Context: an optimization exercise on an open-source flow, tuned for small area and a short achievable clock period. The choices shown serve that exercise and are no tape-out recipe.
Where RTL was checked, it was by simulation tests only, not by an equivalence proof against the original.
Only the layout flow was run in runs 5 and 6; the RTL was not checked for function there.
In every run shown here, the design's own scripts or RTL, not TritonCTS, make the clock network.
The clock input has no modelled driver; a real chip could not lean on it and would need a root buffer or a full tree.
Power is estimated from default activity; no workload was simulated.

==> flow/design.v (outline; a module is shown in full before it is edited, if it fits) <==
// module full_adder: 5 lines
// module half_adder: 7 lines
// module half_adder_n: 7 lines
// module xnor2: 3 lines
// module or2: 3 lines
// module mux2_1: 4 lines
// module mul_16x16: 900 lines
// module accumulator: 167 lines
// module mac_unit: 7 lines
module mac_unit(input clk,en,clr,
                input [15:0]a,b,
                output [39:0]c);
  // ...
==> flow/flow/run.sh <==
#!/bin/bash
# The standard layout (standard.sh), with these changes:
#  - every port gets a buf_1 buffer (ORFS's buffer_ports with -buffer_cell);
#  - before the resize step (flow/sizes.tcl) the output buffers become buf_2 and
#    the accumulator flip-flops that drive them dfxtp_2;
#  - after CTS (flow/clocktree.tcl) the clock tree is rebuilt as two balanced
#    levels of clkbuf_16 buffers (4 on the clock port, 8 driving the flip-flops);
#  - setup repair aims for 9.90 ns of slack at the design's clock period, and
#    does not remove buffers (so every port keeps its buffer).
# ORFS writes each step's full log under orfs/logs/; make's own output goes to standard.log.
export BUFFER_PORTS_ARGS="-buffer_cell sky130_fd_sc_hd__buf_1"
export PRE_RESIZE_TCL=$PWD/flow/sizes.tcl
export POST_CTS_TCL=$PWD/flow/clocktree.tcl
export SETUP_SLACK_MARGIN=9.90
export SKIP_BUFFER_REMOVAL=1
bash standard.sh > standard.log 2>&1
==> flow/flow/clocktree.tcl <==
# Two-level clock tree in place of the one CTS builds: the clock port drives four
# clkbuf_16 buffers, one per quadrant of the flip-flops, and each of these drives
# two clkbuf_16 buffers, one per half of its quadrant, which drive the flip-flops'
# clock pins. The groups are cut at median coordinates, so every flip-flop's clock
# goes through two equal buffers.
set block [ord::get_db_block]
set db [ord::get_db]
set bufm [$db findMaster sky130_fd_sc_hd__clkbuf_16]
set clk_net [$block findNet clk]

set ffs {}
foreach inst [$block getInsts] {
  if {[string match "sky130_fd_sc_hd__df*" [[$inst getMaster] getName]]} {
    lappend ffs $inst
  }
}
# remove the CTS buffers, its dummy loads, and its nets
set old_nets {}
foreach inst [$block getInsts] {
  if {[string match "clkload*" [$inst getName]]} {
    odb::dbInst_destroy $inst
  } elseif {[string match "clkbuf_*_clk" [$inst getName]]} {
    set onet [[$inst findITerm X] getNet]
    if {$onet != "NULL"} { lappend old_nets $onet }
    odb::dbInst_destroy $inst
  }
}
foreach ff $ffs {
  set it [$ff findITerm CLK]
  set n [$it getNet]
  if {$n != "NULL" && [$n getName] != "clk"} { $it disconnect }
}
foreach n $old_nets {
  if {[llength [$n getITerms]] == 0} { odb::dbNet_destroy $n }
}
if {[llength [$clk_net getITerms]] != 0} { error "clock port still drives cells" }

proc ffx {ff} { return [lindex [$ff getLocation] 0] }
proc ffy {ff} { return [lindex [$ff getLocation] 1] }
proc split2 {l axis} {
  set s [lsort -command [list apply {{axis a b} {expr {[ff$axis $a] - [ff$axis $b]}}} $axis] $l]
  set h [expr {[llength $s] / 2}]
  return [list [lrange $s 0 [expr {$h - 1}]] [lrange $s $h end]]
}
proc centroid {l} {
  set sx 0; set sy 0
  foreach ff $l { set sx [expr {$sx + [ffx $ff]}]; set sy [expr {$sy + [ffy $ff]}] }
  return [list [expr {$sx / [llength $l]}] [expr {$sy / [llength $l]}]]
}
proc add_buf {block bufm name loc in_net out_name} {
  set buf [odb::dbInst_create $block $bufm $name]
  $buf setLocation {*}$loc
  $buf setPlacementStatus PLACED
  [$buf findITerm A] connect $in_net
  set net [odb::dbNet_create $block $out_name]
  $net setSigType CLOCK
  [$buf findITerm X] connect $net
  return $net
}
set quads {}
foreach half [split2 $ffs x] { lappend quads {*}[split2 $half y] }
set k 0
foreach q $quads {
  set rnet [add_buf $block $bufm "clkroot_$k" [centroid $q] $clk_net "clknet_root_$k"]
  set j 0
  foreach part [split2 $q x] {
    set lnet [add_buf $block $bufm "clkleaf_${k}_$j" [centroid $part] $rnet "clknet_leaf_${k}_$j"]
    foreach ff $part { [$ff findITerm CLK] connect $lnet }
    puts "clock buffer clkleaf_${k}_$j drives [llength $part] flip-flops"
    incr j
  }
  incr k
}

detailed_placement
check_placement -verbose
estimate_parasitics -placement
report_clock_skew
==> flow/flow/sizes.tcl <==
# Sizes of the output buffers (made by buffer_ports, named output*) and of the
# accumulator flip-flops that drive them.
foreach inst [get_cells {output*}] {
  replace_cell $inst sky130_fd_sc_hd__buf_2
}
foreach inst [get_cells {a1.acc*}] {
  replace_cell $inst sky130_fd_sc_hd__dfxtp_2
}
==> flow/standard.sh <==
#!/bin/bash
# synth_recipe.tcl (not shown) runs the flow's synth.tcl, then flattens the netlist and writes it again
# the make line also repeats each setting of config.mk as NAME=value (left out here)
make -C /OpenROAD-flow-scripts/flow DESIGN_CONFIG=/design/flow/config.mk WORK_HOME=/design/flow/orfs CLKGATE_MAP_FILE= SYNTH_SCRIPT=/design/flow/synth_recipe.tcl "${@:-finish}"
==> flow/config.mk <==
export PLATFORM = sky130hd
export DESIGN_NAME = mac_unit
export DESIGN_NICKNAME = mac_unit
export VERILOG_FILES = /design/flow/design.v
export SDC_FILE = /design/flow/constraint.sdc
export NUM_CORES = 4
export LEC_CHECK = 0
export CAP_MARGIN = 20
export CORE_MARGIN = 2
export CORE_UTILIZATION = 40
export SLEW_MARGIN = 20
export SYNTH_HIERARCHICAL = 1
export SYNTH_MINIMUM_KEEP_SIZE = 0
==> flow/constraint.sdc <==
create_clock -name core_clock -period 13.5 [get_ports {clk}]
set_input_delay 2.7000 -clock core_clock [delete_from_list [all_inputs] [get_ports {clk}]]
set_output_delay 2.7000 -clock core_clock [all_outputs]
set_load 0.01 [all_outputs]
==> key figures, run 1 <==
Setup path
  – Req. time, crit path: 13.68 ns
  – Crit Path Max Fanout: 16
  – Stages on the worst setup path: 7
  – CP arrival: 3.67 ns

Finish
  – Layout fillers: 2815
  – Final Non-Filler Cells: 1582
  – Post-Layout Inst Area: 14070 sq um
  – Final nets: 1509
  – Fin util: 46.35%
  – Storage element area: 3969 sq um
  – Largest cell class: multi-input combinational cells

Logic synthesis
  – Mapped Cells: 1101
  – Register bit total from synthesis: 192
  – Synth Area in Adders: 43.25%
  – Synth Flop Type: dfxtp_1
  – Synth top area share: 37.43%
  – Post-synthesis compound-gate area fraction: 6.415%
  – Mapped Avg Cell Area: 11.13 sq um
  – Syn Nets: 1422
  – Post-synth top area cell: fa_1
  – Sequential area share after synthesis: 31.38%

Power and ir drop
  – PD cells: 185.6 nW/um^2
  – Cell-internal power: 1.617 mW
  – Gate power share: 52.2%
  – Peak supply drop: 0.07352 mV
  – P_seq: 920 uW
  – Seq pwr share: 35.3%
  – Pwr top: combinational logic

Outcome
  – Outcome: complete, no violations

Timing
  – Min Hold Slack: 0.3156 ns
  – Final worst path period share: 25.86%
  – Final hold viol count: 0
  – Minimum clock period: 3.491 ns

Place
  – Hpwl dp: 18670 um
  – Placed insts: 1499

Floorplanning
  – Row count: 64
  – Die width: 179.0 um

Detailed routing
  – Met3 WL post-DR: 1719 um
  – DR WL/cell: 17.47 um
  – DR DRC count: 0

GRT
  – Vias in the first global route: 8483
  – Gr busiest metal: met2

Min path
  – Hold/Removal Path Class: reg2reg
  – Hold Path Origin: m1.p3[18]$_DFF_P_
==> run 2: changes to the inputs <==
--- a/flow/flow/run.sh
+++ b/flow/flow/run.sh
@@ -5,12 +5,12 @@
 #    the accumulator flip-flops that drive them dfxtp_2;
 #  - after CTS (flow/clocktree.tcl) the clock tree is rebuilt as two balanced
 #    levels of clkbuf_16 buffers (4 on the clock port, 8 driving the flip-flops);
-#  - setup repair aims for 9.90 ns of slack at the design's clock period, and
+#  - setup repair aims for 9.70 ns of slack at the design's clock period, and
 #    does not remove buffers (so every port keeps its buffer).
 # ORFS writes each step's full log under orfs/logs/; make's own output goes to standard.log.
 export BUFFER_PORTS_ARGS="-buffer_cell sky130_fd_sc_hd__buf_1"
 export PRE_RESIZE_TCL=$PWD/flow/sizes.tcl
 export POST_CTS_TCL=$PWD/flow/clocktree.tcl
-export SETUP_SLACK_MARGIN=9.90
+export SETUP_SLACK_MARGIN=9.70
 export SKIP_BUFFER_REMOVAL=1
 bash standard.sh > standard.log 2>&1
==> run 2 against run 1 <==
Against the previous run: final area down 6.3%; area after synthesis stayed put; final cell count decreased by 4.4%; power fell by 4.8%; critical endpoint unchanged; largest power group unchanged; highest routed layer unchanged.
==> key figures, run 2 <==
Logic synthesis
  – Mapped Cells: 1101 (unchanged)
  – Mapped Avg Cell Area: 11.13 sq um (unchanged)
  – Synth Flop Type: dfxtp_1 (unchanged)
  – Leading post-synthesis cells by cell area: fa_1, dfxtp_1, nand2_1, ha_1, a22o_1 (unchanged)
  – Count leader, synth: nand2_1 (unchanged)
  – Synth top area share: 37.43% (unchanged)
  – Post-synth top area cell: fa_1 (unchanged)
  – Ys Warns: 8 (unchanged)
  – Register bit total from synthesis: 192 (unchanged)
  – Syn Nets: 1422 (unchanged)
  – Yosys cell types: 45 (unchanged)
  – Synth async-reset ratio: 0% (unchanged)
  – Most common library cells after synthesis: nand2_1, fa_1, dfxtp_1 (unchanged)
  – Sequential area share after synthesis: 31.38% (unchanged)
  – Mapped Area: 12250 sq um (unchanged)
  – Number of flops mapped to enable cells by yosys: 0 (unchanged)

Floorplanning
  – Die height: 179.0 um (unchanged)
  – CORE AREA: 30350 sq um (unchanged)
  – Die width: 179.0 um (unchanged)
  – Initial Util: 40.36% (unchanged)
  – Row count: 64 (unchanged)
  – Ports: 75 (unchanged)
  – Die outline area: 32040 sq um (unchanged)

Timing
  – Unrepaired setup endpoints after global routing: no (unchanged)
  – Final setup violation count: 0 (unchanged)
  – Worst rel slew slack: 41.44% (was 54.71%)
  – Min Hold Slack: 0.3174 ns (was 0.3156 ns)
  – Layout Skew: 0.02645 ns (was 0.02813 ns)
  – Fmax: 269.3 MHz (was 286.4 MHz)
  – Slew @ Worst Pin: 0.8773 ns (was 0.6784 ns)
  – Setup_tns: 0 ns (unchanged)
  – Final worst path period share: 27.51% (was 25.86%)
  – PnR worst setup slack: 9.787 ns (was 10.01 ns)
  – Final hold viol count: 0 (unchanged)
  – Fin. max-slew vios: 0 (unchanged)
  – Minimum clock period: 3.713 ns (was 3.491 ns)

Finish
  – Post-Layout Inst Area: 13180 sq um (was 14070 sq um)
  – Diodes inserted: 0 (unchanged)
  – Final nets: 1440 (was 1509)
  – Fin util: 43.44% (was 46.35%)
  – Layout fillers: 2818 (was 2815)
  – Commonest non-fill, non-tap cell in the layout: nand2_1 (unchanged)
  – Biggest register: m1.s2 (unchanged)
  – Final Non-Filler Cells: 1513 (was 1582)
  – Max reg flops: 56 (unchanged)
  – Most frequent cells in the layout: nand2_1, fa_1, dfxtp_1, dfxtp_2, inv_1 (was nand2_1, fa_1, dfxtp_1, buf_4, inv_1)
  – Synth-to-layout area growth: 7.630% (was 14.83%)
  – Layout cells sized above 1: 11.82% (was 17.62%)
  – Top Registers: m1.s2: 56 flops, a1.acc: 40 flops (unchanged)

Place
  – # port buffers: 74 (unchanged)
  – Hpwl dp: 18680 um (was 18670 um)
  – DP Area: 12840 sq um (about the same)
  – RePlAce Congestion: 0.8254 (was 0.8304)
  – Placed insts: 1500 (was 1499)
  – Place WS: 9.470 ns (was 9.436 ns)

GRT
  – First-pass GRT wire length: 42950 um (was 44020 um)
  – Vias in the first global route: 8209 (was 8483)
  – Gr ovfl total: 0 (unchanged)
  – Pin count of the biggest net entering global routing: 41 (unchanged)
  – Initial antenna violation count: 0 (unchanged)
  – GR Util All Layers: 17.23% (was 17.70%)

Clocking
  – Skew-Pair Late Insertion Delay: 0.30 ns (about the same)
  – TritonCTS Sinks: 192 (unchanged)
  – CTS clk-pin slew, worst paths: 0.10 ns (was 0.11 ns)

Setup path
  – Crit path kind: reg2reg (unchanged)
  – Crit start category: flip-flop (unchanged)
  – Reg2reg start: m1.rb[7]$_DFF_P_ (was m1.ra[8]$_DFF_P_)
  – CP Launch Point: m1.rb[7]$_DFF_P_ (was m1.ra[8]$_DFF_P_)
  – CP arrival: 3.89 ns (was 3.67 ns)
  – Req. time, crit path: 13.68 ns (about the same)
  – Crit. End Element: flip-flop (unchanged)
  – Crit Path Max Fanout: 16 (unchanged)

Job
  – Max-cap violations: 0 (unchanged)

Min path
  – Hold Path Origin: m1.p3[18]$_DFF_P_ (unchanged)
  – Hold/Removal Path Class: reg2reg (unchanged)

Detailed routing
  – DR WL/cell: 17.28 um (was 17.47 um)
  – Vias per cell: 4.995 (was 5.010)
  – ANT nets after route: 0 (unchanged)
  – Via count: 7558 (was 7926)
  – DR DRC count: 0 (unchanged)
  – Total wire length: 26150 um (was 27630 um)
  – First drt pass iteration count: 5 (unchanged)
  – First-iteration detailed-routing DRC count: 499 (was 390)

Power and ir drop
  – Total power draw: 2.484 mW (was 2.610 mW)
  – Peak supply drop: 0.07996 mV (was 0.07352 mV)
  – Leak: 5.225 nW (was 5.638 nW)
  – PD cells: 188.4 nW/um^2 (was 185.6 nW/um^2)

Outcome
  – Outcome: complete, no violations (unchanged)
[run 2: cell types whose count changed in the layout (fill, tap and decap cells not counted), sizes merged]
cell    before  now
nor2b        5    3
clkbuf      14   12
nor2        14   11
buf        137   75
[run 2: cell type report]
cell class	instances	area (sq um)	share of cell area, %
flip-flops and latches	192	3924	29.76
plain buffers	12	300.3	2.278
repair buffers	75	335.3	2.543
inverters	60	225.2	1.708
well taps	396	495.5	3.758
multi-input cells	778	7904	59.95
[run 2: logic make-up (layout without fill, tap and decap cells)]
kind of cell,Yosys count,in the layout,share of synthesized area [%]
XOR/XNOR,46,46,3.289
buffers and inverters,132,147,4.290
flip-flops,192,192,31.38
AO/OA/AOI/OAI,109,109,6.415
AND/OR/NAND/NOR,336,337,11.38
adder cells (fa/ha/maj),286,286,43.25
[run 2: metal layers]
layer	GRT usage, %	part of all wire [%]	vias to the layer above
li1	-	-	3484
met5	0	0	-
met3	2.884	6.4	22
met2	29.39	48	227
met1	23.21	45	3825
met4	3.455	1.1	0
[run 2: per-module statistics from Yosys (local to each module, per instance), a selection]
module / cells / cell area, sq um / times used
accumulator: 233 / 2386 / 1
mux2_1: 1 / 8.758 / 40
full_adder: 1 / 20.02 / 200
or2: 1 / 6.256 / 16
mul_16x16: 596 / 5269 / 1
xnor2: 1 / 8.758 / 16
[run 2: worst max-delay path: stages (launching register included)]
cell and delay [ns]:
dfxtp_1 0.90, nand2_1 0.15, fa_1 0.50, fa_1 0.60
fa_1 0.45, fa_1 0.58, fa_1 0.42
[run 2: final timing paths]
check             slack (ns)  cells past startpoint                end
setup / recovery        9.79                      6  m1.s2[31]$_DFF_P_
hold / removal          0.32                      0  m1.p4[18]$_DFF_P_
setup reg to reg        9.79                      6  m1.s2[31]$_DFF_P_
hold reg to reg         0.32                      0  m1.p4[18]$_DFF_P_
[run 2: where the power goes]
group	switching (mW)	internal, mW	leakage, nW
clock network	0.166	0.160	0.148
registers	0.135	0.802	1.62
logic	0.653	0.568	3.45
==> run 3: changes to the inputs <==
==> flow/flow/run.sh (replaced) <==
#!/bin/bash
# The standard layout (standard.sh), with these changes:
#  - every port gets a buf_1 buffer (ORFS's buffer_ports with -buffer_cell);
#  - after CTS (flow/clocktree.tcl) the clock tree is rebuilt as two balanced
#    levels of clkbuf_16 buffers (4 on the clock port, 8 driving the flip-flops);
#  - setup repair aims for 9.80 ns of slack at the design's clock period, and
#    does not remove buffers (so every port keeps its buffer).
# ORFS writes each step's full log under orfs/logs/; make's own output goes to standard.log.
export BUFFER_PORTS_ARGS="-buffer_cell sky130_fd_sc_hd__buf_1"
export PRE_RESIZE_TCL=$PWD/flow/sizes.tcl
export POST_CTS_TCL=$PWD/flow/clocktree.tcl
export SETUP_SLACK_MARGIN=9.80
export SKIP_BUFFER_REMOVAL=1
bash standard.sh > standard.log 2>&1
--- a/flow/flow/sizes.tcl
+++ b/flow/flow/sizes.tcl
@@ -6,3 +6,6 @@
 foreach inst [get_cells {a1.acc*}] {
   replace_cell $inst sky130_fd_sc_hd__dfxtp_2
 }
+foreach inst [get_cells {m1.ra* m1.rb*}] {
+  replace_cell $inst sky130_fd_sc_hd__dfxtp_4
+}
==> run 3 against run 2 <==
Against the previous run: still clean; sequential share of layout area increased by 0.45 points; first-iteration DRC count decreased by 11%; global-route usage increased by 0.19 points; setup slack improved by 0.041 ns; clock power about the same; critical path depth decreased by 3; via count about the same; synthesized cell count unchanged; wire length about the same; largest cell class unchanged.
==> key figures, run 3 <==
GRT
  – Pin count of the biggest net entering global routing: 41 (unchanged)
  – GR Util All Layers: 17.43% (was 17.23%)
  – Gr ovfl total: 0 (unchanged)
  – First-pass GRT wire length: 43510 um (was 42950 um)
  – Initial antenna violation count: 0 (unchanged)
  – Vias in the first global route: 8446 (was 8209)

Job
  – Max-cap violations: 0 (unchanged)

Finish
  – Fin util: 43.81% (was 43.44%)
  – Final Non-Filler Cells: 1514 (was 1513)
  – Diodes inserted: 0 (unchanged)
  – Most frequent cells in the layout: nand2_1, fa_1, dfxtp_1, inv_1, ha_1 (was nand2_1, fa_1, dfxtp_1, dfxtp_2, inv_1)
  – Final nets: 1441 (was 1440)
  – Layout cells sized above 1: 12.61% (was 11.82%)
  – Post-Layout Inst Area: 13300 sq um (was 13180 sq um)
  – Layout fillers: 2835 (was 2818)
  – Top Registers: m1.s2: 56 flops, a1.acc: 40 flops (unchanged)
  – Biggest register: m1.s2 (unchanged)
  – Commonest non-fill, non-tap cell in the layout: nand2_1 (unchanged)
  – Synth-to-layout area growth: 8.540% (was 7.630%)
  – Max reg flops: 56 (unchanged)

Setup path
  – Cell Chain, Critical Path: buf_1 -> nor2b_4 -> a22o_1 (was nand2_1 -> fa_1 -> fa_1 -> fa_1 -> fa_1 -> fa_1)
  – Slowest cell on crit path: nor2b_4 (was dfxtp_1)
  – R2R depth: 7 (was 6)
  – CP peak stage delay: 0.63 ns (was 0.90 ns)
  – Req. time, crit path: 13.72 ns (was 13.68 ns)
  – Crit start category: primary input (was flip-flop)
  – CP arrival: 3.90 ns (was 3.89 ns)
  – Crit. End Element: flip-flop (unchanged)
  – Crit path kind: in2reg (was reg2reg)
  – Crit Path Max Fanout: 20 (was 16)

Clocking
  – CTS clk-pin slew, worst paths: 0.10 ns (about the same)
  – Skew-Pair Late Insertion Delay: 0.30 ns (about the same)
  – TritonCTS Sinks: 192 (unchanged)

Logic synthesis
  – Syn Nets: 1422 (unchanged)
  – Multiplexer share of the synthesized area: 0% (unchanged)
  – Largest family of logic cells by synthesized area: adder cells (unchanged)
  – Ys Warns: 8 (unchanged)
  – Post-synth top area cell: fa_1 (unchanged)
  – Most common library cells after synthesis: nand2_1, fa_1, dfxtp_1 (unchanged)
  – Synth Area in Adders: 43.25% (unchanged)
  – Number of flops mapped to enable cells by yosys: 0 (unchanged)
  – Register bit total from synthesis: 192 (unchanged)
  – Synth top area share: 37.43% (unchanged)
  – XOR/XNOR Fraction of Synth Area: 3.289% (unchanged)
  – Sequential area share after synthesis: 31.38% (unchanged)
  – Synth Flop Type: dfxtp_1 (unchanged)
  – Post-synthesis compound-gate area fraction: 6.415% (unchanged)
  – Synth async-reset ratio: 0% (unchanged)
  – Mapped Cells: 1101 (unchanged)
  – Yosys cell types: 45 (unchanged)
  – Leading post-synthesis cells by cell area: fa_1, dfxtp_1, nand2_1, ha_1, a22o_1 (unchanged)
  – Mapped Avg Cell Area: 11.13 sq um (unchanged)
  – Count leader, synth: nand2_1 (unchanged)
  – Mapped Area: 12250 sq um (unchanged)
  – Synth Area in Simple Gates: 11.38% (unchanged)

Detailed routing
  – Met1 Wirelength: 11720 um (was 11650 um)
  – Top Metal Used: met4 (unchanged)
  – Met2 routed WL: 12350 um (was 12550 um)
  – Vias per cell: 4.990 (was 4.995)
  – Total wire length: 26160 um (was 26150 um)
  – Via count: 7555 (was 7558)
  – DR WL/cell: 17.28 um (about the same)
  – Met3 WL post-DR: 1698 um (was 1665 um)
  – First drt pass iteration count: 5 (unchanged)
  – DR DRC count: 0 (unchanged)
  – First-iteration detailed-routing DRC count: 445 (was 499)
  – ANT nets after route: 0 (unchanged)

Power and ir drop
  – PD cells: 188.1 nW/um^2 (was 188.4 nW/um^2)
  – Peak supply drop: 0.07120 mV (was 0.07996 mV)
  – Leak: 5.240 nW (was 5.225 nW)

Timing
  – Final setup violation count: 0 (unchanged)
  – Minimum clock period: 3.673 ns (was 3.713 ns)
  – Worst rel slew slack: 57.03% (was 41.44%)
  – Min Hold Slack: 0.3181 ns (was 0.3174 ns)
  – Final worst path period share: 27.21% (was 27.51%)
  – Fin. max-slew vios: 0 (unchanged)
  – Layout Skew: 0.02289 ns (was 0.02645 ns)
  – Setup_tns: 0 ns (unchanged)
  – Slew @ Worst Pin: 0.6431 ns (was 0.8773 ns)
  – Fmax: 272.3 MHz (was 269.3 MHz)
  – Unrepaired setup endpoints after global routing: yes (was no)
  – Final hold viol count: 0 (unchanged)

Min path
  – Worst hold path depth: 0 (unchanged)
  – Hold/Removal Path Class: reg2reg (unchanged)

Place
  – # port buffers: 74 (unchanged)
  – RePlAce Congestion: 0.8320 (was 0.8254)
  – DP Area: 12960 sq um (was 12840 sq um)
  – Hpwl dp: 18750 um (was 18680 um)
  – Placed insts: 1499 (was 1500)

Floorplanning
  – Die height: 179.0 um (unchanged)
  – Die outline area: 32040 sq um (unchanged)
  – Row count: 64 (unchanged)
  – Die width: 179.0 um (unchanged)
  – Ports: 75 (unchanged)
  – CORE AREA: 30350 sq um (unchanged)
  – Initial Util: 40.36% (unchanged)

Outcome
  – Outcome: complete, no violations (unchanged)
==> run 3: cell counts after synthesis <==
Identical to the previous run, type by type.
==> run 3: cells by family after synthesis <==
logic type	after synthesis
AOI/OAI and AO/OA	109
xor gates and xnor gates	46
and+or+nand+nor	336
buffers and inverters	132
adders and majority gates	286
DFF	192
==> run 3: stage by stage <==
stage / worst slack [ns] / total power [mW]
detailed placement: 9.437 / 2.197
global placement: 9.446 / 2.133
global route: 9.751 / 2.783
finish: 9.827 / 2.501
floorplan: 9.867 / 1.849
==> run 3: final cells by class <==
cell class / instances / area [sq um] / area share [%]
timing repair buffer: 75 / 337.8 / 2.541
inverter: 60 / 225.2 / 1.694
buffer: 12 / 300.3 / 2.259
sequential: 192 / 4016 / 30.21
multi-input combinational: 779 / 7920 / 59.57
tap: 396 / 495.5 / 3.727
==> run 3: critical path, delay by kind of cell <==
| kind | cells | cell delay, ns |
|---|---|---|
| compound gates | 1 | 0.24 |
| buf+inv | 1 | 0.31 |
| simple gates | 1 | 0.63 |
==> run 3: worst paths after layout <==
check | from | endpoint | slack [ns]
min reg2reg | m1.p3[17]$_DFF_P_ | m1.p4[17]$_DFF_P_ | 0.32
max reg2reg | m1.rb[15]$_DFF_P_ | m1.s2[29]$_DFF_P_ | 9.92
min | m1.p3[17]$_DFF_P_ | m1.p4[17]$_DFF_P_ | 0.32
max | en | a1.acc[25]$_DFF_P_ | 9.83
==> run 3: per-module statistics from Yosys, one instance, submodules excluded, a selection <==
module,cells inside,flip-flops and latches,copies in the design,area [sq um]
xnor2,1,0,16,8.758
accumulator,233,40,1,2386
or2,1,0,16,6.256
full_adder,1,0,200,20.02
mul_16x16,596,152,1,5269
mux2_1,1,0,40,8.758
==> run 3: where the power goes <==
part	switching [mW]	leakage, nW	internal, mW
registers	0.134	1.64	0.799
clock network	0.164	0.148	0.160
logic	0.668	3.46	0.577
total	0.965	5.24	1.54
==> run 3: layer usage <==
layer,track usage [%],vias up
met5,0,-
met4,3.963,0
met3,2.990,33
met2,28.83,234
met1,23.99,3809
li1,-,3479
==> run 4: changes to the inputs <==
==> flow/flow/run.sh (replaced) <==
#!/bin/bash
# The standard layout (standard.sh), with these changes:
#  - every port gets a buf_1 buffer (ORFS's buffer_ports with -buffer_cell);
#  - after CTS (flow/clocktree.tcl) the clock tree is rebuilt as two balanced
#    levels of clkbuf_16 buffers (4 on the clock port, 8 driving the flip-flops);
#  - setup repair aims for 9.70 ns of slack at the design's clock period, and
#    does not remove buffers (so every port keeps its buffer).
# ORFS writes each step's full log under orfs/logs/; make's own output goes to standard.log.
export BUFFER_PORTS_ARGS="-buffer_cell sky130_fd_sc_hd__buf_1"
export PRE_RESIZE_TCL=$PWD/flow/sizes.tcl
export POST_CTS_TCL=$PWD/flow/clocktree.tcl
export SETUP_SLACK_MARGIN=9.70
export SKIP_BUFFER_REMOVAL=1
bash standard.sh > standard.log 2>&1
==> run 4 against run 3 <==
Against the previous run: still clean; sequential share of layout area is essentially flat; synthesized cell count unchanged; core utilization down 0.070 points; clock skew up 0.0013 ns; critical endpoint is now a1.acc[19]$_DFF_P_; highest routed layer unchanged.
==> key figures, run 4 <==
Outcome
  – Outcome: complete, no violations (unchanged)

Timing
  – Final setup violation count: 0 (unchanged)
  – Fin. max-slew vios: 0 (unchanged)
  – Slew @ Worst Pin: 0.6282 ns (was 0.6431 ns)
  – Final worst path period share: 26.15% (was 27.21%)
  – PnR worst setup slack: 9.970 ns (was 9.827 ns)
  – Minimum clock period: 3.530 ns (was 3.673 ns)
  – Layout Skew: 0.02419 ns (was 0.02289 ns)
  – Setup_tns: 0 ns (unchanged)
  – Worst rel slew slack: 58.03% (was 57.03%)
  – Unrepaired setup endpoints after global routing: no (was yes)
  – Final hold viol count: 0 (unchanged)
  – Fmax: 283.3 MHz (was 272.3 MHz)

Setup path
  – Crit path kind: in2reg (unchanged)
  – Crit Reg-Reg Endpoint: m1.s2[31]$_DFF_P_ (was m1.s2[29]$_DFF_P_)
  – R2R depth: 7 (unchanged)
  – Crit start category: primary input (unchanged)
  – FF-to-FF setup slack: 9.97 ns (was 9.92 ns)
  – CP peak stage delay: 0.60 ns (was 0.63 ns)
  – Cell Chain, Critical Path: buf_1 -> nor2b_4 -> a22o_1 (unchanged)
  – Crit. End Element: flip-flop (unchanged)
  – Reg2reg start: m1.rb[15]$_DFF_P_ (unchanged)
  – CP arrival: 3.76 ns (was 3.90 ns)
  – Crit Path Max Fanout: 20 (unchanged)
  – Slowest cell on crit path: nor2b_4 (unchanged)
  – Req. time, crit path: 13.73 ns (was 13.72 ns)

Finish
  – Biggest register: m1.s2 (unchanged)
  – Layout cells sized above 1: 12.53% (was 12.61%)
  – Final nets: 1440 (was 1441)
  – Most frequent cells in the layout: nand2_1, fa_1, dfxtp_1, inv_1, ha_1 (unchanged)
  – Top Registers: m1.s2: 56 flops, a1.acc: 40 flops (unchanged)
  – Synth-to-layout area growth: 8.366% (was 8.540%)
  – Max reg flops: 56 (unchanged)
  – Post-Layout Inst Area: 13270 sq um (was 13300 sq um)
  – Layout fillers: 2820 (was 2835)
  – Fin util: 43.74% (was 43.81%)
  – Diodes inserted: 0 (unchanged)
  – Commonest non-fill, non-tap cell in the layout: nand2_1 (unchanged)

Detailed routing
  – Total wire length: 26000 um (was 26160 um)
  – Vias per cell: 4.945 (was 4.990)
  – Met3 WL post-DR: 1703 um (was 1698 um)
  – First drt pass iteration count: 4 (was 5)
  – Via count: 7482 (was 7555)
  – ANT nets after route: 0 (unchanged)
  – Top Metal Used: met4 (unchanged)
  – First-iteration detailed-routing DRC count: 419 (was 445)
  – DR WL/cell: 17.18 um (was 17.28 um)
  – DR DRC count: 0 (unchanged)
  – Met2 routed WL: 12260 um (was 12350 um)
  – Met1 Wirelength: 11470 um (was 11720 um)

Place
  – # port buffers: 74 (unchanged)
  – Hpwl dp: 18750 um (about the same)
  – Place WS: 9.466 ns (was 9.437 ns)
  – DP Area: 12960 sq um (about the same)
  – RePlAce Congestion: 0.8254 (was 0.8320)

Logic synthesis
  – Synth top area share: 37.43% (unchanged)
  – Count leader, synth: nand2_1 (unchanged)
  – Leading post-synthesis cells by cell area: fa_1, dfxtp_1, nand2_1, ha_1, a22o_1 (unchanged)
  – Most common library cells after synthesis: nand2_1, fa_1, dfxtp_1 (unchanged)
  – Sequential area share after synthesis: 31.38% (unchanged)
  – Syn Nets: 1422 (unchanged)
  – Ys Warns: 8 (unchanged)
  – Synth async-reset ratio: 0% (unchanged)
  – Mapped Area: 12250 sq um (unchanged)
  – Number of flops mapped to enable cells by yosys: 0 (unchanged)
  – Post-synth top area cell: fa_1 (unchanged)
  – Mapped Cells: 1101 (unchanged)
  – Yosys cell types: 45 (unchanged)
  – Register bit total from synthesis: 192 (unchanged)
  – Mapped Avg Cell Area: 11.13 sq um (unchanged)
  – Synth Flop Type: dfxtp_1 (unchanged)

Floorplanning
  – Row count: 64 (unchanged)
  – Die height: 179.0 um (unchanged)
  – Initial Util: 40.36% (unchanged)
  – Die outline area: 32040 sq um (unchanged)
  – Die width: 179.0 um (unchanged)
  – Ports: 75 (unchanged)
  – CORE AREA: 30350 sq um (unchanged)

Power and ir drop
  – Cell-internal power: 1.527 mW (was 1.536 mW)
  – Leak: 5.236 nW (was 5.240 nW)
  – Gate power share: 49.3% (was 49.8%)
  – Seq pwr share: 37.6% (was 37.3%)
  – PD cells: 187.1 nW/um^2 (was 188.1 nW/um^2)
  – P_sw: 956.6 uW (was 965.1 uW)
  – Clock Power Share: 13.1% (was 12.9%)
  – Total power draw: 2.484 mW (was 2.501 mW)
  – Sw Share: 38.52% (was 38.59%)
  – Peak supply drop: 0.07367 mV (was 0.07120 mV)

Min path
  – Worst hold path depth: 0 (unchanged)
  – Hold Path End: m1.p4[19]$_DFF_P_ (was m1.p4[17]$_DFF_P_)
  – Hold/Removal Path Class: reg2reg (unchanged)
  – Hold Path Origin: m1.p3[19]$_DFF_P_ (was m1.p3[17]$_DFF_P_)

GRT
  – GR Util All Layers: 17.44% (was 17.43%)
  – Initial antenna violation count: 0 (unchanged)
  – Gr ovfl total: 0 (unchanged)
  – Vias in the first global route: 8329 (was 8446)
  – Pin count of the biggest net entering global routing: 41 (unchanged)
  – First-pass GRT wire length: 43440 um (was 43510 um)

Job
  – Max-cap violations: 0 (unchanged)

Clocking
  – Skew-Pair Late Insertion Delay: 0.30 ns (about the same)
  – TritonCTS Sinks: 192 (unchanged)
  – CTS clk-pin slew, worst paths: 0.09 ns (was 0.10 ns)
run 4: cell counts after synthesis:
Identical to the previous run, type by type.
run 4: logic make-up (layout without fill, tap and decap cells):
family	Yosys count	in the layout	synth area share, %
adders and majority gates	286	286	43.25
DFF	192	192	31.38
xor gates and xnor gates	46	46	3.289
AOI/OAI and AO/OA	109	109	6.415
buffers and inverters	132	147	4.290
and+or+nand+nor	336	337	11.38
run 4: final cells by class:
| type | count | area, sq um | area share [%] |
|---|---|---|---|
| flip-flops and latches | 192 | 4014 | 30.24 |
| inverters | 60 | 225.2 | 1.697 |
| multi-input cells | 778 | 7904 | 59.54 |
| well taps | 396 | 495.5 | 3.733 |
| repair buffers | 75 | 335.3 | 2.526 |
| plain buffers | 12 | 300.3 | 2.262 |
run 4: worst max path at each step:
stage | slack [ns] | startpoint | endpoint | depth (start not counted)
final | 9.97 | en | a1.acc[19]$_DFF_P_ | 3
after global routing | 9.83 | m1.rb[15]$_DFF_P_ | m1.s2[29]$_DFF_P_ | 7
after detailed placement | 9.47 | en | a1.acc[0]$_DFF_P_ | 3
after global placement | 9.49 | en | a1.acc[28]$_DFF_P_ | 3
after floorplan | 9.73 | en | a1.acc[0]$_DFF_P_ | 2
run 4: modules after synthesis (local to each module, per instance), a selection:
module	times used	cell area (sq um)	cells
or2	16	6.256	1
mux2_1	40	8.758	1
xnor2	16	8.758	1
full_adder	200	20.02	1
mul_16x16	1	5269	596
accumulator	1	2386	233
run 4: power groups by stage:
stage	logic, mW	clock network [mW]	registers, mW
after global placement	1.18	0	0.940
after floorplan	0.951	0	0.898
final	1.22	0.327	0.934
after detailed placement	1.24	0	0.948
after global routing	1.44	0.360	0.959
run 4: metrics by stage:
stage,cells,hold slack [ns]
detailed placement,1500,0.3121
global placement,1500,0.3100
floorplan,1101,0.3096
global route,1513,0.3371
finish,1513,0.3208
run 4: routing by layer:
| layer | global-route usage, % | up-vias |
|---|---|---|
| met5 | 0 | - |
| met4 | 4.336 | 0 |
| met3 | 3.117 | 41 |
| met2 | 28.89 | 232 |
| met1 | 23.76 | 3732 |
| li1 | - | 3477 |
run 4: critical path: cells and delay by family:
kind | cells | cell delay [ns]
and+or+nand+nor | 1 | 0.60
buffers and inverters | 1 | 0.21
AOI/OAI and AO/OA | 1 | 0.24
==> module accumulator, before the edit <==
module accumulator(input clk,en,clr,
                   input [31:0]a,
                   output [39:0]c);
reg [39:0]acc;
wire [39:0]b={8'b0,a};
wire [39:0]g0=acc&b;
wire [39:0]p0=acc^b;
wire gg1 = g0[1] | (p0[1] & g0[0]);
wire pp1 = p0[1] & p0[0];
wire gg2 = g0[3] | (p0[3] & g0[2]);
wire pp2 = p0[3] & p0[2];
wire gg3 = g0[5] | (p0[5] & g0[4]);
wire pp3 = p0[5] & p0[4];
wire gg4 = g0[7] | (p0[7] & g0[6]);
wire pp4 = p0[7] & p0[6];
wire gg5 = g0[9] | (p0[9] & g0[8]);
wire pp5 = p0[9] & p0[8];
wire gg6 = g0[11] | (p0[11] & g0[10]);
wire pp6 = p0[11] & p0[10];
wire gg7 = g0[13] | (p0[13] & g0[12]);
wire pp7 = p0[13] & p0[12];
wire gg8 = g0[15] | (p0[15] & g0[14]);
wire pp8 = p0[15] & p0[14];
wire gg9 = g0[17] | (p0[17] & g0[16]);
wire pp9 = p0[17] & p0[16];
wire gg10 = g0[19] | (p0[19] & g0[18]);
wire pp10 = p0[19] & p0[18];
wire gg11 = g0[21] | (p0[21] & g0[20]);
wire pp11 = p0[21] & p0[20];
wire gg12 = g0[23] | (p0[23] & g0[22]);
wire pp12 = p0[23] & p0[22];
wire gg13 = g0[25] | (p0[25] & g0[24]);
wire pp13 = p0[25] & p0[24];
wire gg14 = g0[27] | (p0[27] & g0[26]);
wire pp14 = p0[27] & p0[26];
wire gg15 = g0[29] | (p0[29] & g0[28]);
wire pp15 = p0[29] & p0[28];
wire gg16 = g0[31] | (p0[31] & g0[30]);
wire pp16 = p0[31] & p0[30];
wire gg17 = g0[33] | (p0[33] & g0[32]);
wire pp17 = p0[33] & p0[32];
wire gg18 = g0[35] | (p0[35] & g0[34]);
wire pp18 = p0[35] & p0[34];
wire gg19 = g0[37] | (p0[37] & g0[36]);
wire pp19 = p0[37] & p0[36];
wire gg20 = g0[39] | (p0[39] & g0[38]);
wire pp20 = p0[39] & p0[38];
wire gg21 = gg2 | (pp2 & gg1);
wire pp21 = pp2 & pp1;
wire gg22 = gg4 | (pp4 & gg3);
wire pp22 = pp4 & pp3;
wire gg23 = gg6 | (pp6 & gg5);
wire pp23 = pp6 & pp5;
wire gg24 = gg8 | (pp8 & gg7);
wire pp24 = pp8 & pp7;
wire gg25 = gg10 | (pp10 & gg9);
wire pp25 = pp10 & pp9;
wire gg26 = gg12 | (pp12 & gg11);
wire pp26 = pp12 & pp11;
wire gg27 = gg14 | (pp14 & gg13);
wire pp27 = pp14 & pp13;
wire gg28 = gg16 | (pp16 & gg15);
wire pp28 = pp16 & pp15;
wire gg29 = gg18 | (pp18 & gg17);
wire pp29 = pp18 & pp17;
wire gg30 = gg20 | (pp20 & gg19);
wire pp30 = pp20 & pp19;
wire gg31 = gg22 | (pp22 & gg21);
wire pp31 = pp22 & pp21;
wire gg32 = gg24 | (pp24 & gg23);
wire pp32 = pp24 & pp23;
wire gg33 = gg26 | (pp26 & gg25);
wire pp33 = pp26 & pp25;
wire gg34 = gg28 | (pp28 & gg27);
wire pp34 = pp28 & pp27;
wire gg35 = gg30 | (pp30 & gg29);
wire pp35 = pp30 & pp29;
wire gg36 = gg32 | (pp32 & gg31);
wire pp36 = pp32 & pp31;
wire gg37 = gg34 | (pp34 & gg33);
wire pp37 = pp34 & pp33;
wire gg38 = gg37 | (pp37 & gg36);
wire pp38 = pp37 & pp36;
wire gg39 = gg33 | (pp33 & gg36);
wire pp39 = pp33 & pp36;
wire gg40 = gg35 | (pp35 & gg38);
wire pp40 = pp35 & pp38;
wire gg41 = gg23 | (pp23 & gg31);
wire pp41 = pp23 & pp31;
wire gg42 = gg25 | (pp25 & gg36);
wire pp42 = pp25 & pp36;
wire gg43 = gg27 | (pp27 & gg39);
wire pp43 = pp27 & pp39;
wire gg44 = gg29 | (pp29 & gg38);
wire pp44 = pp29 & pp38;
wire gg45 = gg3 | (pp3 & gg21);
wire pp45 = pp3 & pp21;
wire gg46 = gg5 | (pp5 & gg31);
wire pp46 = pp5 & pp31;
wire gg47 = gg7 | (pp7 & gg41);
wire pp47 = pp7 & pp41;
wire gg48 = gg9 | (pp9 & gg36);
wire pp48 = pp9 & pp36;
wire gg49 = gg11 | (pp11 & gg42);
wire pp49 = pp11 & pp42;
wire gg50 = gg13 | (pp13 & gg39);
wire pp50 = pp13 & pp39;
wire gg51 = gg15 | (pp15 & gg43);
wire pp51 = pp15 & pp43;
wire gg52 = gg17 | (pp17 & gg38);
wire pp52 = pp17 & pp38;
wire gg53 = gg19 | (pp19 & gg44);
wire pp53 = pp19 & pp44;
wire gg54 = g0[2] | (p0[2] & gg1);
wire pp54 = p0[2] & pp1;
wire gg55 = g0[4] | (p0[4] & gg21);
wire pp55 = p0[4] & pp21;
wire gg56 = g0[6] | (p0[6] & gg45);
wire pp56 = p0[6] & pp45;
wire gg57 = g0[8] | (p0[8] & gg31);
wire pp57 = p0[8] & pp31;
wire gg58 = g0[10] | (p0[10] & gg46);
wire pp58 = p0[10] & pp46;
wire gg59 = g0[12] | (p0[12] & gg41);
wire pp59 = p0[12] & pp41;
wire gg60 = g0[14] | (p0[14] & gg47);
wire pp60 = p0[14] & pp47;
wire gg61 = g0[16] | (p0[16] & gg36);
wire pp61 = p0[16] & pp36;
wire gg62 = g0[18] | (p0[18] & gg48);
wire pp62 = p0[18] & pp48;
wire gg63 = g0[20] | (p0[20] & gg42);
wire pp63 = p0[20] & pp42;
wire gg64 = g0[22] | (p0[22] & gg49);
wire pp64 = p0[22] & pp49;
wire gg65 = g0[24] | (p0[24] & gg39);
wire pp65 = p0[24] & pp39;
wire gg66 = g0[26] | (p0[26] & gg50);
wire pp66 = p0[26] & pp50;
wire gg67 = g0[28] | (p0[28] & gg43);
wire pp67 = p0[28] & pp43;
wire gg68 = g0[30] | (p0[30] & gg51);
wire pp68 = p0[30] & pp51;
wire gg69 = g0[32] | (p0[32] & gg38);
wire pp69 = p0[32] & pp38;
wire gg70 = g0[34] | (p0[34] & gg52);
wire pp70 = p0[34] & pp52;
wire gg71 = g0[36] | (p0[36] & gg44);
wire pp71 = p0[36] & pp44;
wire gg72 = g0[38] | (p0[38] & gg53);
wire pp72 = p0[38] & pp53;
wire [39:0]cy={gg72, gg53, gg71, gg44, gg70, gg52, gg69, gg38, gg68, gg51, gg67, gg43, gg66, gg50, gg65, gg39, gg64, gg49, gg63, gg42, gg62, gg48, gg61, gg36, gg60, gg47, gg59, gg41, gg58, gg46, gg57, gg31, gg56, gg45, gg55, gg21, gg54, gg1, g0[0], 1'b0};
wire [39:0]sum=p0^cy;
wire [39:0]d;
wire e1=en&~clr;     
wire e0=~(en|clr);   
genvar i;
generate
 for (i=0;i<40;i=i+1)
  begin : sel
   mux2_1 m(acc[i],sum[i],e1,e0,d[i]);
  end
endgenerate
always @(posedge clk)
  acc <= d;
assign c = acc;
endmodule
==> run 5: changes to the inputs <==
--- a/flow/design.v
+++ b/flow/design.v
@@ -27,6 +27,11 @@
               output d);
 assign d=(e1&s)|(e0&h);
 endmodule
+module acc_ctl(input en,clr,
+               output e1,e0);
+assign e1=en&~clr;
+assign e0=~(en|clr);
+endmodule
 module mul_16x16(input clk,
                  input [15:0]a,
                  input [15:0]b,
@@ -1081,13 +1086,18 @@
 wire [39:0]cy={gg72, gg53, gg71, gg44, gg70, gg52, gg69, gg38, gg68, gg51, gg67, gg43, gg66, gg50, gg65, gg39, gg64, gg49, gg63, gg42, gg62, gg48, gg61, gg36, gg60, gg47, gg59, gg41, gg58, gg46, gg57, gg31, gg56, gg45, gg55, gg21, gg54, gg1, g0[0], 1'b0};
 wire [39:0]sum=p0^cy;
 wire [39:0]d;
-wire e1=en&~clr;     
-wire e0=~(en|clr);   
+wire [3:0]e1,e0;     
 genvar i;
 generate
+ for (i=0;i<4;i=i+1)
+  begin : ctl
+   acc_ctl k(en,clr,e1[i],e0[i]);
+  end
+endgenerate
+generate
  for (i=0;i<40;i=i+1)
   begin : sel
-   mux2_1 m(acc[i],sum[i],e1,e0,d[i]);
+   mux2_1 m(acc[i],sum[i],e1[i/10],e0[i/10],d[i]);
   end
 endgenerate
 always @(posedge clk)
--- a/flow/flow/sizes.tcl
+++ b/flow/flow/sizes.tcl
@@ -6,6 +6,12 @@
 foreach inst [get_cells {a1.acc*}] {
   replace_cell $inst sky130_fd_sc_hd__dfxtp_2
 }
+# the input buffers of en and clr, which drive the accumulator's control gates
+foreach port {en clr} {
+  foreach inst [get_cells -of_objects [get_nets $port]] {
+    replace_cell $inst sky130_fd_sc_hd__buf_2
+  }
+}
 foreach inst [get_cells {m1.ra* m1.rb*}] {
   replace_cell $inst sky130_fd_sc_hd__dfxtp_4
 }
==> run 5 against run 4 <==
Against the previous run: power about the same; via count increased by 0.32%; core utilization about the same; critical path type is now reg2reg; largest cell class unchanged; largest power group unchanged.
==> key figures, run 5 <==
Floorplanning
  – Die width: 179.4 um (was 179.0 um)
  – Die outline area: 32190 sq um (was 32040 sq um)
  – Ports: 75 (unchanged)
  – Row count: 64 (unchanged)
  – CORE AREA: 30430 sq um (was 30350 sq um)
  – Initial Util: 40.45% (was 40.36%)
  – Die height: 179.4 um (was 179.0 um)

Logic synthesis
  – Number of flops mapped to enable cells by yosys: 0 (unchanged)
  – Sequential area share after synthesis: 31.23% (was 31.38%)
  – Synth top area share: 37.24% (was 37.43%)
  – Post-synth top area cell: fa_1 (unchanged)
  – Ys Warns: 8 (unchanged)
  – Most common library cells after synthesis: nand2_1, fa_1, dfxtp_1 (unchanged)
  – Count leader, synth: nand2_1 (unchanged)
  – Mapped Avg Cell Area: 11.12 sq um (was 11.13 sq um)
  – Synth Flop Type: dfxtp_1 (unchanged)
  – Syn Nets: 1428 (was 1422)
  – Mapped Cells: 1107 (was 1101)
  – Register bit total from synthesis: 192 (unchanged)
  – Yosys cell types: 47 (was 45)
  – Mapped Area: 12310 sq um (was 12250 sq um)
  – Leading post-synthesis cells by cell area: fa_1, dfxtp_1, nand2_1, ha_1, a22o_1 (unchanged)
  – Synth async-reset ratio: 0% (unchanged)

Detailed routing
  – First-iteration detailed-routing DRC count: 388 (was 419)
  – Vias per cell: 4.948 (was 4.945)
  – First drt pass iteration count: 5 (was 4)
  – ANT nets after route: 0 (unchanged)
  – DR DRC count: 0 (unchanged)
  – DR WL/cell: 16.98 um (was 17.18 um)
  – Total wire length: 25760 um (was 26000 um)
  – Via count: 7506 (was 7482)

Setup path
  – Most used cell, CP: fa_1
  – Cell Chain, Critical Path: nand2_1 -> fa_1 -> fa_1 -> fa_1 -> fa_1 -> fa_1 -> fa_1 (was buf_1 -> nor2b_4 -> a22o_1)
  – R2R depth: 7 (unchanged)
  – Crit Reg-Reg Endpoint: m1.s2[29]$_DFF_P_ (was m1.s2[31]$_DFF_P_)
  – Crit start category: flip-flop (was primary input)
  – FF-to-FF setup slack: 9.95 ns (was 9.97 ns)
  – Reg2reg start: m1.ra[1]$_DFF_P_ (was m1.rb[15]$_DFF_P_)
  – CP arrival: 3.72 ns (was 3.76 ns)
  – Req. time, crit path: 13.66 ns (was 13.73 ns)
  – Slowest cell on crit path: fa_1 (was nor2b_4)
  – Crit path kind: reg2reg (was in2reg)
  – Crit. End Element: flip-flop (unchanged)
  – CP peak stage delay: 0.56 ns (was 0.60 ns)
  – Crit Path Max Fanout: 16 (was 20)

Power and ir drop
  – Total power draw: 2.482 mW (was 2.484 mW)
  – Leak: 5.257 nW (was 5.236 nW)
  – Peak supply drop: 0.06927 mV (was 0.07367 mV)
  – PD cells: 186.6 nW/um^2 (was 187.1 nW/um^2)

GRT
  – Vias in the first global route: 8284 (was 8329)
  – Initial antenna violation count: 0 (unchanged)
  – First-pass GRT wire length: 43350 um (was 43440 um)
  – Gr ovfl total: 0 (unchanged)
  – Pin count of the biggest net entering global routing: 25 (was 41)
  – GR Util All Layers: 16.74% (was 17.44%)

Timing
  – Fmax: 281.5 MHz (was 283.3 MHz)
  – Worst rel slew slack: 57.31% (was 58.03%)
  – Final setup violation count: 0 (unchanged)
  – Fin. max-slew vios: 0 (unchanged)
  – Setup_tns: 0 ns (unchanged)
  – Layout Skew: 0.02797 ns (was 0.02419 ns)
  – Slew @ Worst Pin: 0.6381 ns (was 0.6282 ns)
  – Unrepaired setup endpoints after global routing: no (unchanged)
  – Minimum clock period: 3.552 ns (was 3.530 ns)
  – Final worst path period share: 26.31% (was 26.15%)
  – Final hold viol count: 0 (unchanged)

Finish
  – Top Registers: m1.s2: 56 flops, a1.acc: 40 flops (unchanged)
  – Layout cells sized above 1: 12.67% (was 12.53%)
  – Commonest non-fill, non-tap cell in the layout: nand2_1 (unchanged)
  – Storage element area: 4014 sq um (unchanged)
  – Fin util: 43.73% (was 43.74%)
  – Post-Layout Inst Area: 13310 sq um (was 13270 sq um)
  – Synth-to-layout area growth: 8.091% (was 8.366%)
  – Final nets: 1444 (was 1440)
  – Biggest register: m1.s2 (unchanged)
  – Diodes inserted: 0 (unchanged)
  – Multi-input gate area: 7940 sq um (was 7904 sq um)
  – Most frequent cells in the layout: nand2_1, fa_1, dfxtp_1, inv_1, ha_1 (unchanged)
  – Layout fillers: 2869 (was 2820)
  – Max reg flops: 56 (unchanged)

Place
  – DP Area: 13010 sq um (was 12960 sq um)
  – Hpwl dp: 19080 um (was 18750 um)
  – RePlAce Congestion: 0.8721 (was 0.8254)
  – # port buffers: 74 (unchanged)

Min path
  – Hold Path Origin: m1.p3[17]$_DFF_P_ (was m1.p3[19]$_DFF_P_)
  – Hold/Removal Path Class: reg2reg (unchanged)
  – Worst hold path depth: 0 (unchanged)
  – Hold Path End: m1.p4[17]$_DFF_P_ (was m1.p4[19]$_DFF_P_)

Clocking
  – Skew-Pair Late Insertion Delay: 0.30 ns (about the same)
  – CTS clk-pin slew, worst paths: 0.11 ns (was 0.09 ns)
  – TritonCTS Sinks: 192 (unchanged)

Job
  – Max-cap violations: 0 (unchanged)

Outcome
  – Outcome: complete, no violations (unchanged)
-- run 5: cell count changes after synthesis --
cell / before / now
nor2_1: 10 / 13
nor2b_4: 0 / 4
buf_1: 0 / 5
clkbuf_1: 64 / 59
nor2b_1: 2 / 1
-- run 5: metal layers --
metal / up-vias / track usage, % / part of all wire, % / wire, um
li1: 3492 / - / - / -
met1: 3766 / 22.63 / 46 / 11750
met2: 217 / 28.03 / 46 / 11960
met3: 31 / 2.998 / 6.4 / 1637
met4: 0 / 4.033 / 1.6 / 407
met5: - / 0 / 0 / 0
-- run 5: modules after synthesis (local to each module, per instance), a selection --
module	cell area [sq um]	flip-flops and latches
xnor2	8.758	0
accumulator	2376	40
mul_16x16	5269	152
mux2_1	8.758	0
or2	6.256	0
full_adder	20.02	0
acc_ctl	17.52	0
-- run 5: kinds of logic after synthesis --
logic type	count (synthesis)	share of synthesized area, %
XOR/XNOR	46	3.273
adder cells (fa/ha/maj)	286	43.04
AND/OR/NAND/NOR	342	11.81
buffers and inverters	132	4.269
flip-flops	192	31.23
AO/OA/AOI/OAI	109	6.384
-- run 5: final cells by class --
| type | count | share of cell area [%] |
|---|---|---|
| Buffer | 12 | 2.257 |
| Inverter | 60 | 1.693 |
| Multi-Input combinational cell | 783 | 59.68 |
| Sequential cell | 192 | 30.17 |
| Tap cell | 396 | 3.724 |
| Timing Repair Buffer | 74 | 2.483 |
-- run 5: critical path: cells and delay by family (launching register included) --
kind,cells,cell delay [ns]
adders and majority gates,6,2.80
DFF,1,0.49
and+or+nand+nor,1,0.11
-- run 5: how the worst max path moves through the flow --
stage | slack, ns | start | endpoint | depth (start not counted)
final | 9.95 | m1.ra[1]$_DFF_P_ | m1.s2[29]$_DFF_P_ | 7
after global routing | 9.86 | m1.ra[0]$_DFF_P_ | m1.s2[29]$_DFF_P_ | 7
after detailed placement | 9.73 | clr | a1.acc[31]$_DFF_P_ | 3
after global placement | 9.44 | clr | a1.acc[33]$_DFF_P_ | 3
after floorplan | 9.83 | m1.ra[3]$_DFF_P_ | m1.s2[29]$_DFF_P_ | 9
-- run 5: power by group --
group | switching, mW | total (mW) | internal, mW | leakage (nW)
logic | 0.656 | 1.22 | 0.568 | 3.47
clock network | 0.164 | 0.324 | 0.160 | 0.148
registers | 0.136 | 0.935 | 0.799 | 1.64
-- run 5: metrics by stage --
stage / std cells / worst slack, ns / hold WS, ns
after global placement: 1505 / 9.437 / 0.3096
final: 1517 / 9.948 / 0.3242
after floorplan: 1107 / 9.833 / 0.3096
after global routing: 1517 / 9.859 / 0.3373
after detailed placement: 1505 / 9.734 / 0.3121
==> run 6: changes to the inputs <==
==> flow/flow/run.sh (replaced) <==
#!/bin/bash
# The standard layout (standard.sh), with these changes:
#  - every port gets a buf_1 buffer (ORFS's buffer_ports with -buffer_cell);
#  - after CTS (flow/clocktree.tcl) the clock tree is rebuilt as two balanced
#    levels of clkbuf_16 buffers (4 on the clock port, 8 driving the flip-flops);
#  - setup repair aims for 9.50 ns of slack at the design's clock period, and
#    does not remove buffers (so every port keeps its buffer).
# ORFS writes each step's full log under orfs/logs/; make's own output goes to standard.log.
export BUFFER_PORTS_ARGS="-buffer_cell sky130_fd_sc_hd__buf_1"
export PRE_RESIZE_TCL=$PWD/flow/sizes.tcl
export POST_CTS_TCL=$PWD/flow/clocktree.tcl
export SETUP_SLACK_MARGIN=9.50
export SKIP_BUFFER_REMOVAL=1
bash standard.sh > standard.log 2>&1
==> run 6 against run 5 <==
Against the previous run: core utilization did not move; clock power about the same; register-to-register slack hardly changed; global-route usage unchanged; critical path depth did not move; clock skew unchanged; power stayed put; hold slack stayed put; fmax unchanged; combinational power about the same; critical path type unchanged; critical endpoint unchanged.
==> key figures, run 6 <==
Timing
  – Layout Skew: 0.02797 ns (unchanged)
  – Final setup violation count: 0 (unchanged)
  – PnR worst setup slack: 9.948 ns (unchanged)
  – Final worst path period share: 26.31% (unchanged)
  – Minimum clock period: 3.552 ns (unchanged)
  – Slew @ Worst Pin: 0.6381 ns (unchanged)
  – Setup_tns: 0 ns (unchanged)
  – Min Hold Slack: 0.3242 ns (unchanged)
  – Fmax: 281.5 MHz (unchanged)
  – Unrepaired setup endpoints after global routing: no (unchanged)
  – Fin. max-slew vios: 0 (unchanged)
  – Worst rel slew slack: 57.31% (unchanged)
  – Final hold viol count: 0 (unchanged)

Logic synthesis
  – Syn Nets: 1428 (unchanged)
  – Synth Flop Type: dfxtp_1 (unchanged)
  – Synth Area in Simple Gates: 11.81% (unchanged)
  – Largest family of logic cells by synthesized area: adder cells (unchanged)
  – Most common library cells after synthesis: nand2_1, fa_1, dfxtp_1 (unchanged)
  – Ys Warns: 8 (unchanged)
  – Post-synth top area cell: fa_1 (unchanged)
  – Yosys cell types: 47 (unchanged)
  – Multiplexer share of the synthesized area: 0% (unchanged)
  – Register bit total from synthesis: 192 (unchanged)
  – Sequential area share after synthesis: 31.23% (unchanged)
  – Synth async-reset ratio: 0% (unchanged)
  – Number of flops mapped to enable cells by yosys: 0 (unchanged)
  – Count leader, synth: nand2_1 (unchanged)
  – Leading post-synthesis cells by cell area: fa_1, dfxtp_1, nand2_1, ha_1, a22o_1 (unchanged)
  – Mapped Cells: 1107 (unchanged)
  – Mapped Avg Cell Area: 11.12 sq um (unchanged)
  – Post-synthesis compound-gate area fraction: 6.383% (unchanged)
  – Mapped Area: 12310 sq um (unchanged)
  – XOR/XNOR Fraction of Synth Area: 3.273% (unchanged)
  – Synth Area in Adders: 43.04% (unchanged)
  – Synth top area share: 37.24% (unchanged)

Detailed routing
  – Via count: 7506 (unchanged)
  – DR DRC count: 0 (unchanged)
  – First-iteration detailed-routing DRC count: 388 (unchanged)
  – Vias per cell: 4.948 (unchanged)
  – DR WL/cell: 16.98 um (unchanged)
  – First drt pass iteration count: 5 (unchanged)
  – Total wire length: 25760 um (unchanged)
  – ANT nets after route: 0 (unchanged)

Finish
  – Most frequent cells in the layout: nand2_1, fa_1, dfxtp_1, inv_1, ha_1 (unchanged)
  – Top Registers: m1.s2: 56 flops, a1.acc: 40 flops (unchanged)
  – Diodes inserted: 0 (unchanged)
  – Max reg flops: 56 (unchanged)
  – Commonest non-fill, non-tap cell in the layout: nand2_1 (unchanged)
  – Layout cells sized above 1: 12.67% (unchanged)
  – Layout fillers: 2869 (unchanged)
  – Final nets: 1444 (unchanged)
  – Biggest register: m1.s2 (unchanged)
  – Synth-to-layout area growth: 8.091% (unchanged)

GRT
  – GR Util All Layers: 16.74% (unchanged)
  – First-pass GRT wire length: 43350 um (unchanged)
  – Gr ovfl total: 0 (unchanged)
  – Vias in the first global route: 8284 (unchanged)
  – Initial antenna violation count: 0 (unchanged)
  – Pin count of the biggest net entering global routing: 25 (unchanged)

Power and ir drop
  – Cell-internal power: 1.526 mW (unchanged)
  – P_sw: 956.0 uW (unchanged)
  – Leak: 5.257 nW (unchanged)
  – Peak supply drop: 0.06927 mV (unchanged)
  – Gate power share: 49.3% (about the same)
  – PD cells: 186.6 nW/um^2 (unchanged)
  – Clock Power Share: 13.1% (about the same)
  – Sw Share: 38.51% (unchanged)
  – Seq pwr share: 37.6% (about the same)

Setup path
  – CP Launch Point: m1.ra[1]$_DFF_P_ (unchanged)
  – Crit. End Element: flip-flop (unchanged)
  – R2R depth: 7 (unchanged)
  – Reg2reg start: m1.ra[1]$_DFF_P_ (unchanged)
  – Crit Reg-Reg Endpoint: m1.s2[29]$_DFF_P_ (unchanged)
  – Crit start category: flip-flop (unchanged)
  – FF-to-FF setup slack: 9.95 ns (about the same)
  – Crit path kind: reg2reg (unchanged)
  – CP arrival: 3.72 ns (about the same)
  – Req. time, crit path: 13.66 ns (about the same)
  – Crit Path Max Fanout: 16 (unchanged)

Floorplanning
  – Die outline area: 32190 sq um (unchanged)
  – Row count: 64 (unchanged)
  – Die width: 179.4 um (unchanged)
  – Initial Util: 40.45% (unchanged)
  – Ports: 75 (unchanged)
  – Die height: 179.4 um (unchanged)
  – CORE AREA: 30430 sq um (unchanged)

Place
  – # port buffers: 74 (unchanged)
  – RePlAce Congestion: 0.8721 (unchanged)
  – Place WS: 9.734 ns (unchanged)
  – Hpwl dp: 19080 um (unchanged)

Clocking
  – CTS clk-pin slew, worst paths: 0.11 ns (about the same)
  – TritonCTS Sinks: 192 (unchanged)
  – Skew-Pair Late Insertion Delay: 0.30 ns (about the same)

Min path
  – Worst hold path depth: 0 (unchanged)
  – Hold Path End: m1.p4[17]$_DFF_P_ (unchanged)
  – Hold/Removal Path Class: reg2reg (unchanged)
  – Hold Path Origin: m1.p3[17]$_DFF_P_ (unchanged)

Outcome
  – Outcome: complete, no violations (unchanged)

Job
  – Max-cap violations: 0 (unchanged)
## run 6: worst max-delay path: stages, from the launching register on
cell     delay (ns)
dfxtp_4        0.49
nand2_1        0.11
fa_1           0.56
fa_1           0.44
fa_1           0.47
fa_1           0.40
fa_1           0.51
fa_1           0.42
## run 6: per-stage QoR
step           cell area (sq um)  cells  util [%]  power, mW
2_1_floorplan              12310   1107         -      1.850
3_3_place_gp               12780   1505     42.01      2.137
3_5_place_dp               13010   1505     42.74      2.190
5_1_grt                    13310   1517     43.73      2.768
6_report                   13310   1517     43.73      2.482
## run 6: cell families after synthesis
logic type,Yosys count
AND/OR/NAND/NOR,342
AO/OA/AOI/OAI,109
flip-flops,192
buffers and inverters,132
XOR/XNOR,46
adder cells (fa/ha/maj),286
## run 6: routing by layer
metal / global-route usage [%] / vias to the layer above / part of all wire, %
met5: 0 / - / 0
met4: 4.033 / 0 / 1.6
met3: 2.998 / 31 / 6.4
met2: 28.03 / 217 / 46
met1: 22.63 / 3766 / 46
li1: - / 3492 / -
## run 6: power by group through the flow
| stage | combinational, mW | sequential (mW) | clock (mW) |
|---|---|---|---|
| 2_1_floorplan | 0.951 | 0.898 | 0 |
| 3_3_place_gp | 1.20 | 0.942 | 0 |
| 3_5_place_dp | 1.24 | 0.949 | 0 |
| 5_1_grt | 1.44 | 0.962 | 0.363 |
| 6_report | 1.22 | 0.935 | 0.324 |
## run 6: layout make-up
type	count	area, sq um	share of cell area [%]
Multi-Input combinational cell	783	7940	59.68
Sequential cell	192	4014	30.17
Tap cell	396	495.5	3.724
Timing Repair Buffer	74	330.3	2.483
Buffer	12	300.3	2.257
Inverter	60	225.2	1.693
## run 6: how the worst max path moves through the flow
| stage | endpoint |
|---|---|
| floorplan | m1.s2[29]$_DFF_P_ |
| global placement | a1.acc[33]$_DFF_P_ |
| detailed placement | a1.acc[31]$_DFF_P_ |
| global route | m1.s2[29]$_DFF_P_ |
| finish | m1.s2[29]$_DFF_P_ |
## run 6: Yosys stat by module, one instance, submodules excluded, a selection
module,copies in the design,cells
or2,16,1
acc_ctl,4,2
accumulator,1,231
xnor2,16,1
full_adder,200,1
mux2_1,40,1
mul_16x16,1,596

[re-timing with driven ports]
No port has a modelled driver above. Below, the same layouts with a new extraction and two added sets of constraints. Step 1, drivers: a clkbuf_16 drives clk and a buf_2 each remaining input, both assumed. Step 2 times the ports against the registers' clock, not the clock port: input delays grow and output delays shrink by t, the midpoint of the rising clock arrivals with the driver on. Three values: ideal ports, drivers, drivers and shift; two values: the first two.
run | t (ns) | slack for setup (ns) | worst hold slack (ns) | latest minus earliest clock arrival (ns)
run 1 | 0.388 | 10.009 / 9.943 / 9.753 | 0.316 / 0.316 / 0.316 | 0.029 / 0.030
run 2 | 0.381 | 9.787 / 9.787 / 9.688 | 0.317 / 0.317 / 0.317 | 0.029 / 0.028
run 3 | 0.388 | 9.827 / 9.889 / 9.506 | 0.318 / 0.318 / 0.318 | 0.026 / 0.025
run 4 | 0.380 | 9.970 / 9.889 / 9.661 | 0.321 / 0.321 / 0.321 | 0.025 / 0.025
run 5 | 0.384 | 9.948 / 9.880 / 9.760 | 0.324 / 0.324 / 0.324 | 0.031 / 0.031
run 6 | 0.384 | 9.948 / 9.880 / 9.760 | 0.324 / 0.324 / 0.324 | 0.031 / 0.031
After both steps setup and hold are still met in every run listed. For run 3, which loses most, drivers alone change the setup slack by +0.062 ns; drivers and shift together by -0.321 ns.
